Context: an optimization exercise on an open-source flow, tuned for small area, a short achievable clock period and few clock cycles. The choices shown serve that exercise and are no tape-out recipe.
RTL that was checked went through simulation tests only; none was proved equivalent to the original.
The clock port is modelled as an ideal driver, which makes a skipped or thinned clock tree look cheaper than it is; a real chip needs a root buffer or a tree.
Power and IR drop assume default switching activity.

==> flow/design.v (excerpt) <==
module simd_histogram (
	input             clk,
	input             rst_n,
	input             img_ready,
	output     [11:0] img_addr,
	input      [31:0] img_data,
	output            hist_we,
	output      [2:0] hist_addr,
	output     [15:0] hist_data,
	output reg        hist_transmit
);
Size: ~170 flip-flops.
clock: 6.0 ns
lec_check: 0
cap_margin: 20
core_margin: 2
core_utilization: 40
place_density: 0.6
setup_slack_margin: 3.9
slew_margin: 20
standard.sh (not shown) runs the stock make flow with config.mk's settings and CLKGATE_MAP_FILE= SYNTH_SCRIPT=/design/flow/synth_recipe.tcl, a recipe that flattens the netlist after the stock synthesis.
==> flow/flow/run.sh <==
#!/bin/bash
# The standard layout (standard.sh), except that the clock tree is built
# by flow/cts_hook.tcl, run by ORFS's CTS step as its PRE_CTS_TCL hook,
# instead of by TritonCTS, and the port buffers are inserted as buf_1 cells
# (buffer_ports otherwise picks a delay cell, clkdlybuf4s50_1, larger and
# slower; the timing repair resizes any that need more drive). make's full output goes to flow_make.log; each
# ORFS step keeps its own log under orfs/logs/.
set -euo pipefail
export PRE_CTS_TCL="$(pwd)/flow/cts_hook.tcl"
export BUFFER_PORTS_ARGS="-buffer_cell sky130_fd_sc_hd__buf_1"
bash standard.sh finish > flow_make.log 2>&1
Other scripts of this flow, unchanged in this note and not shown: flow/flow/cts_hook.tcl
Testbench counts at the start, summed over its fixed seeds: cycles 131,464.
Next try:
- CORE_UTILIZATION: 40 -> 60
- PLACE_DENSITY: 0.6 -> 0.75
- SETUP_SLACK_MARGIN: 3.9 -> 3.85
After rerunning:
- The new run completed without violations
- worst hold slack loses 0.011 ns
- register-to-register slack stays flat
- clock power goes down by about 2%
- wire length goes down by 4.2%
Next try:
- CORE_UTILIZATION: 60 -> 40
- PLACE_DENSITY: 0.75 -> 0.6
- SETUP_SLACK_MARGIN: 3.85 -> 3.8
Outcome: Combinational power stays flat; synthesized cell count does not change; die area grows by well over a third; global-route usage shrinks by 5.1 points; power grows slightly; wire length grows by a few percent.
Next try:
--- a/flow/flow/run.sh
+++ b/flow/flow/run.sh
@@ -10,2 +10,3 @@
 export BUFFER_PORTS_ARGS="-buffer_cell sky130_fd_sc_hd__buf_1"
+export RECOVER_POWER=100
 bash standard.sh finish > flow_make.log 2>&1
- SETUP_SLACK_MARGIN: 3.8 -> 3.85
After rerunning: Sequential power barely changes; power hardly moves; hold slack barely changes; synthesized area is unchanged; wire length rose by 0.37%; design area stays flat; cell count stays flat; via count rose by about 0.32%; global-route usage rose by 0.16 points; core utilization stays flat.
No run of this note takes its clock network from TritonCTS; it comes from the design's own scripts or RTL.

Another version of the RTL of simd_histogram (not shown whole).
For scale: about 430 cells after synthesis, ~170 flip-flops, ~68 I/O pins, roughly 0.0054 sq mm of cells after synthesis.
clock: 6.0 ns
lec_check: 0
cap_margin: 20
core_margin: 2
core_utilization: 40
cts_buf_list: sky130_fd_sc_hd__clkbuf_8
cts_cluster_size: 40
place_density: 0.6
setup_slack_margin: 3.9
slew_margin: 20
run.sh (not shown) runs the stock make flow with config.mk's settings and CLKGATE_MAP_FILE= SYNTH_SCRIPT=/design/flow/synth_recipe.tcl, a recipe that flattens the netlist after the stock synthesis.
Stock flow here: none of the scripts above is used.
Next try:
CTS_BUF_LIST = not set   (was sky130_fd_sc_hd__clkbuf_8)
CTS_CLUSTER_SIZE = not set   (was 40)
Outcome: The new run finished clean. Synthesized area is unchanged. Worst setup slack is better by 19 ps. Wire length goes up slightly. Hold slack is worse by 3.0 ps. Utilization goes up by 1.4 points. Sequential power stays flat. Final area goes up by a few percent. Via count barely changes. Count of clock-buffer cells in the layout goes up by 2. Total power goes up by roughly a tenth. Final cell count goes down slightly.
No run of this note included a check of the RTL's function; only the layout flow was run.

Setup of maple:
Another version of the RTL of simd_histogram (not shown whole).
Size in the first run: roughly 480 cells after synthesis.
Settings: LEC_CHECK=0, CAP_MARGIN=20, CORE_MARGIN=2, CORE_UTILIZATION=40, CTS_BUF_LIST=sky130_fd_sc_hd__clkbuf_8, CTS_CLUSTER_SIZE=40, PLACE_DENSITY=0.6, SETUP_SLACK_MARGIN=3.85, SLEW_MARGIN=20; clock period 6.0 ns.
Testbench counts of maple, summed over its fixed seeds: cycles 131,464.
Relative to maple, the following input files were edited for nickel:
# maple
export LEC_CHECK = 0
export CAP_MARGIN = 20
export CORE_MARGIN = 2
export CORE_UTILIZATION = 40
export CTS_BUF_LIST = sky130_fd_sc_hd__clkbuf_8
export CTS_CLUSTER_SIZE = 40
export PLACE_DENSITY = 0.6
export SETUP_SLACK_MARGIN = 3.85
export SLEW_MARGIN = 20
create_clock -name core_clock -period 6.0 [get_ports {clk}]
# nickel
export LEC_CHECK = 0
export CAP_MARGIN = 20
export CORE_MARGIN = 2
export CORE_UTILIZATION = 40
export CTS_BUF_LIST = sky130_fd_sc_hd__clkbuf_16
export CTS_CLUSTER_DIAMETER = 150
export CTS_CLUSTER_SIZE = 60
export PLACE_DENSITY = 0.6
export SETUP_SLACK_MARGIN = 3.85
export SLEW_MARGIN = 20
create_clock -name core_clock -period 6.0 [get_ports {clk}]
Notes after the runs:
- Compared with maple, nickel shows worst setup slack higher by 21 ps.
- Going from maple to nickel, delay of the slowest cell on the worst path fell 90 ps, filler cell count rose 22, power increased by 10% relative to the old numbers, total leakage power did not really move.
- Comparing nickel and maple, the higher worst hold slack was measured on maple.
- Against maple, nickel comes in 0.60 points higher on sequential share of layout area.
- Clock network power share: nickel vs maple up 6.7 points
- The met3 track demand over resource in global routing reported for nickel is smaller than that of maple by 0.78 points.
### nickel -> xenon
# nickel
export LEC_CHECK = 0
export CAP_MARGIN = 20
export CORE_MARGIN = 2
export CORE_UTILIZATION = 40
export CTS_BUF_LIST = sky130_fd_sc_hd__clkbuf_16
export CTS_CLUSTER_DIAMETER = 150
export CTS_CLUSTER_SIZE = 60
export PLACE_DENSITY = 0.6
export SETUP_SLACK_MARGIN = 3.85
export SLEW_MARGIN = 20
create_clock -name core_clock -period 6.0 [get_ports {clk}]
# xenon
export LEC_CHECK = 0
export CAP_MARGIN = 20
export CORE_MARGIN = 2
export CORE_UTILIZATION = 40
export CTS_BUF_LIST = sky130_fd_sc_hd__clkbuf_8
export CTS_CLUSTER_SIZE = 40
export PLACE_DENSITY = 0.6
export SETUP_SLACK_MARGIN = 3.9
export SLEW_MARGIN = 20
create_clock -name core_clock -period 6.0 [get_ports {clk}]
### Flow results
Having completed the whole flow, xenon delivered a layout that passed the timing, DRC and antenna checks.
For xenon, the timing endpoint of the critical path was hist_addr[0], unlike nickel, where it was img_addr[2].
Summary of xenon over nickel: power attributed to the clock group moved down; peak clock frequency supported by timing moved down; setup total negative slack level; number of maximum-capacitance constraint violations level; wire length moved up.
Power density normalized to cell area is higher on nickel

-- what the ideal ports hide --
The results above use ideal ports. As a check the final layouts listed here were re-extracted and re-timed, cells and wires unchanged. Step 1 sets driving cells, clkbuf_16 on the clock port and buf_2 on the other inputs (assumed; they add their load-dependent delay and slew). Step 2 moves the port delays by t, midway between the first and last clock arrival at a register: inputs arrive t later, outputs are due t later. That takes back most of the time a late clock gives input paths. a / b / c = ideal / step 1 / step 2; a / b = the first two.
run	t (ns)	slack for setup (ns)	hold WS [ns]	worst slew at a driven data input, ns
the first run of note 1	0.401	3.897 / 3.860 / 3.705	0.327 / 0.327 / 0.327	0.03
the second run of note 1	0.394	3.881 / 3.844 / 3.672	0.316 / 0.316 / 0.316	0.03
the third run of note 1	0.397	3.843 / 3.808 / 3.659	0.324 / 0.324 / 0.324	0.03
the fourth run of note 1	0.398	3.821 / 3.786 / 3.614	0.324 / 0.324 / 0.324	0.03
the first run of note 2	0.466	3.777 / 3.777 / 3.456	0.323 / 0.323 / 0.323	0.04
the second run of note 2	0.455	3.796 / 3.796 / 3.574	0.320 / 0.320 / 0.320	0.04
maple	0.480	3.876 / 3.842 / 3.409	0.330 / 0.330 / 0.330	0.03
nickel	0.464	3.897 / 3.855 / 3.466	0.323 / 0.323 / 0.323	0.03
xenon	0.477	3.885 / 3.851 / 3.493	0.324 / 0.324 / 0.324	0.03
After both steps setup and hold are still met in every run listed. For maple, which loses most, drivers alone change the setup slack by -0.034 ns; drivers and shift together by -0.467 ns.
